From an optimization exercise on the open Yosys and OpenROAD flow, aimed at small area; shortcuts taken in it are not production practice. No activity file was given, so power comes from the tool's default toggle rates.

== job 6097 ==
## Digital_Clock
module Digital_Clock(
    input clk,
    input reset,
    input set_time,
    input set_time_unchnged,
    input [5:0] set_min,
    input [5:0] set_sec,
    input up,
    input down,
    input set_alarm,
    input left,
    input right,
    input stop_watch,
    input timer,
    input start,
    input stop,
    output reg led,
    output reg [3:0] Anode_Activation,
    output reg [6:0] Cathode_Activation,
    output reg [4:0] hrs
);
    reg [7:0] rc;
    reg [4:0] c25;
    always @(posedge clk) begin
        if (reset) begin
            rc <= 0;
            c25 <= 12;
        end else begin
            rc <= rc + 1;
            if (rc[3:0] == 4'd15)
                c25 <= (c25[4] & c25[3]) ? 5'd0 : c25 + 1;
        end
    end
    wire c_top = c25[4] & c25[3];
    wire tick = c_top && rc[3:0] == 4'd7;
    wire samp = c_top && rc[3:0] == 4'd4;
    wire t100 = rc[1:0] == 2'b01;
    reg U, D;
    always @(posedge clk)
        if (samp) begin
            U <= up;
            D <= down;
        end
    function [6:0] pm7(input [6:0] x, input dn);
        integer i;
        reg t;
        begin
            t = 1'b1;
            for (i = 0; i < 7; i = i + 1) begin
                pm7[i] = x[i] ^ t;
                t = t & (x[i] ^ dn);
            end
        end
    endfunction
    reg [5:0] S, M, s, As;
    reg [6:0] m, Am;
    reg [4:0] H, Ah;
    reg [3:0] count;
    wire W = stop_watch;
    wire R = right;
    wire Smax = S[5] & S[4] & S[3] & S[1] & S[0];
    wire Mmax = M[5] & M[4] & M[3] & M[1] & M[0];
    wire Mz = M == 0;
    wire Hmax = H[4] & H[2] & H[1] & H[0];
    wire Hz = H == 0;
  ...
Size in the first run: about 610 cells after synthesis, roughly 42 I/O pins, ~0.0046 mm² of cells after synthesis.
==> flow/config.mk <==
export PLATFORM = sky130hd
export DESIGN_NAME = Digital_Clock
export DESIGN_NICKNAME = Digital_Clock
export VERILOG_FILES = /design/flow/design.v
export SDC_FILE = /design/flow/constraint.sdc
export NUM_CORES = 4
export LEC_CHECK = 0
export CAP_MARGIN = 20
export CORE_MARGIN = 2
export CORE_UTILIZATION = 70
export SLEW_MARGIN = 20
==> flow/constraint.sdc <==
create_clock -name core_clock -period 10.0 [get_ports {clk}]
set_input_delay 2.0000 -clock core_clock [delete_from_list [all_inputs] [get_ports {clk}]]
set_output_delay 2.0000 -clock core_clock [all_outputs]
set_load 0.01 [all_outputs]
standard.sh (not shown) runs the stock make flow with config.mk's settings and CLKGATE_MAP_FILE= SYNTH_SCRIPT=/design/flow/synth_recipe.tcl, a recipe that flattens the netlist after the stock synthesis.
==> flow/flow/run.sh <==
#!/bin/bash
# Standard synthesis, then the combinational logic re-mapped for area with a
# stronger ABC script (flip-flops untouched), then the standard layout
# with smaller port buffers and clock buffers and power (area) recovery.
set -euo pipefail
R=$PWD/orfs/results/sky130hd/Digital_Clock/base
bash standard.sh synth > synth_std.log 2>&1
cp $R/1_2_yosys.v synth_std.v
yosys -s flow/resynth.ys > resynth.log 2>&1
cp synth_resynth.v $R/1_2_yosys.v
rm -f $R/1_synth.odb $R/1_synth.sdc
bash standard.sh finish \
  "BUFFER_PORTS_ARGS=-buffer_cell sky130_fd_sc_hd__buf_1" \
  "CTS_ARGS=-sink_clustering_enable -repair_clock_nets -dont_use_dummy_load -buf_list {sky130_fd_sc_hd__clkbuf_8}" \
  "RECOVER_POWER=100" > layout.log 2>&1
==> flow/flow/resynth.abc <==
strash; &get -n; &deepsyn -T 30; &put; dch -f; amap -F 50 -A 100 -C 5000 -E 0.01; topo; dnsize
Other scripts of this flow, unchanged in this note and not shown: flow/flow/resynth.ys
The layout from job 6097, despite a flow that completed every stage, fails the layout checks, with the failing checks listed as capacitance limit, slew limit.
--- input diff job 6097..job 2094 ---
==> flow/flow/run.sh <==
#!/bin/bash
# Standard synthesis, then the combinational logic re-mapped for area with a
# stronger ABC script (flip-flops untouched), then the standard layout
# with smaller port buffers and no dummy clock loads.
set -euo pipefail
R=$PWD/orfs/results/sky130hd/Digital_Clock/base
bash standard.sh synth > synth_std.log 2>&1
cp $R/1_2_yosys.v synth_std.v
yosys -s flow/resynth.ys > resynth.log 2>&1
cp synth_resynth.v $R/1_2_yosys.v
rm -f $R/1_synth.odb $R/1_synth.sdc
bash standard.sh finish \
  "BUFFER_PORTS_ARGS=-buffer_cell sky130_fd_sc_hd__buf_1" \
  "CTS_ARGS=-sink_clustering_enable -repair_clock_nets -dont_use_dummy_load -buf_list {sky130_fd_sc_hd__clkbuf_8}" > layout.log 2>&1
## What came out
- Job 2094 ended with less setup slack than job 6097.
- Clock tree buffer depth: job 6097 vs job 2094, no meaningful difference
- Changes observed in job 2094 relative to job 6097: maximum ir drop on the vdd rail neither gained nor lost much, share of power burned in combinational logic neither gained nor lost much.
- Of job 6097 and job 2094, just one finished clean: job 2094.
- Job 6097 had finished all stages when the layout checks came back failing, citing capacitance limit, slew limit.
- Path depth of the worst reg2reg path was lower in the run labelled job 2094.
Here is what was changed in the inputs of job 664 compared with job 2094.
==> flow/flow/run.sh <==
#!/bin/bash
# Standard synthesis, then the combinational logic re-mapped for area with a
# stronger ABC script (flip-flops untouched), then the standard layout
# with smaller port buffers and clock buffers and power (area) recovery.
set -euo pipefail
R=$PWD/orfs/results/sky130hd/Digital_Clock/base
bash standard.sh synth > synth_std.log 2>&1
cp $R/1_2_yosys.v synth_std.v
yosys -s flow/resynth.ys > resynth.log 2>&1
cp synth_resynth.v $R/1_2_yosys.v
rm -f $R/1_synth.odb $R/1_synth.sdc
bash standard.sh finish \
  "BUFFER_PORTS_ARGS=-buffer_cell sky130_fd_sc_hd__buf_1" \
  "CTS_ARGS=-sink_clustering_enable -repair_clock_nets -dont_use_dummy_load -buf_list {sky130_fd_sc_hd__clkbuf_8}" \
  "RECOVER_POWER=100" > layout.log 2>&1
==> flow/flow/resynth.abc <==
strash; &get -n; &deepsyn -T 30; &put; dch -f; map -a; topo; dnsize
Of job 664 and job 2094, job 2094 shows the higher clock share of power, with job 664 below it.
Going from job 2094 to job 664, final estimated routing congestion in global placement grew slightly.
Job 664 completed; timing, DRC and antenna clean
Of job 664 and job 2094, the run reporting the lower per-instance average area after synthesis was job 664.
Looking only at number of optimization iterations in the first detailed-route pass, and setting everything else aside, the higher value of job 664 and job 2094 goes to job 2094.
From job 2094 to job 664 the numbers moved as follows: detailed route wirelength on metal2 fell by about 3%; synthesized area rose by about 3.4%; worst reg2reg path depth fell by 1.
No functional check of the RTL was part of any run of this note.

-- separate check: timing with driven ports --
The results above use ideal ports. As a check the final layouts listed here were re-extracted and re-timed, cells and wires unchanged. Step 1 assumes that a clkbuf_16 drives the clock port and a buf_2 every other input. Step 2 also shifts input and output timing later by t, the mid clock arrival at the registers, as if the neighbouring blocks saw the same clock. Three values: ideal, step 1, step 2; two values: the first two.
run	shift t [ns]	setup WS [ns]	worst setup path after step 2
job 6097	0.389	3.470 / 3.443 / 3.443	input to output
job 2094	0.391	3.455 / 3.426 / 3.426	input to output
job 664	0.383	3.590 / 3.564 / 3.564	input to output
The setup slack of job 2094, which loses most, moves by -0.029 ns with the drivers and by -0.029 ns with both steps.
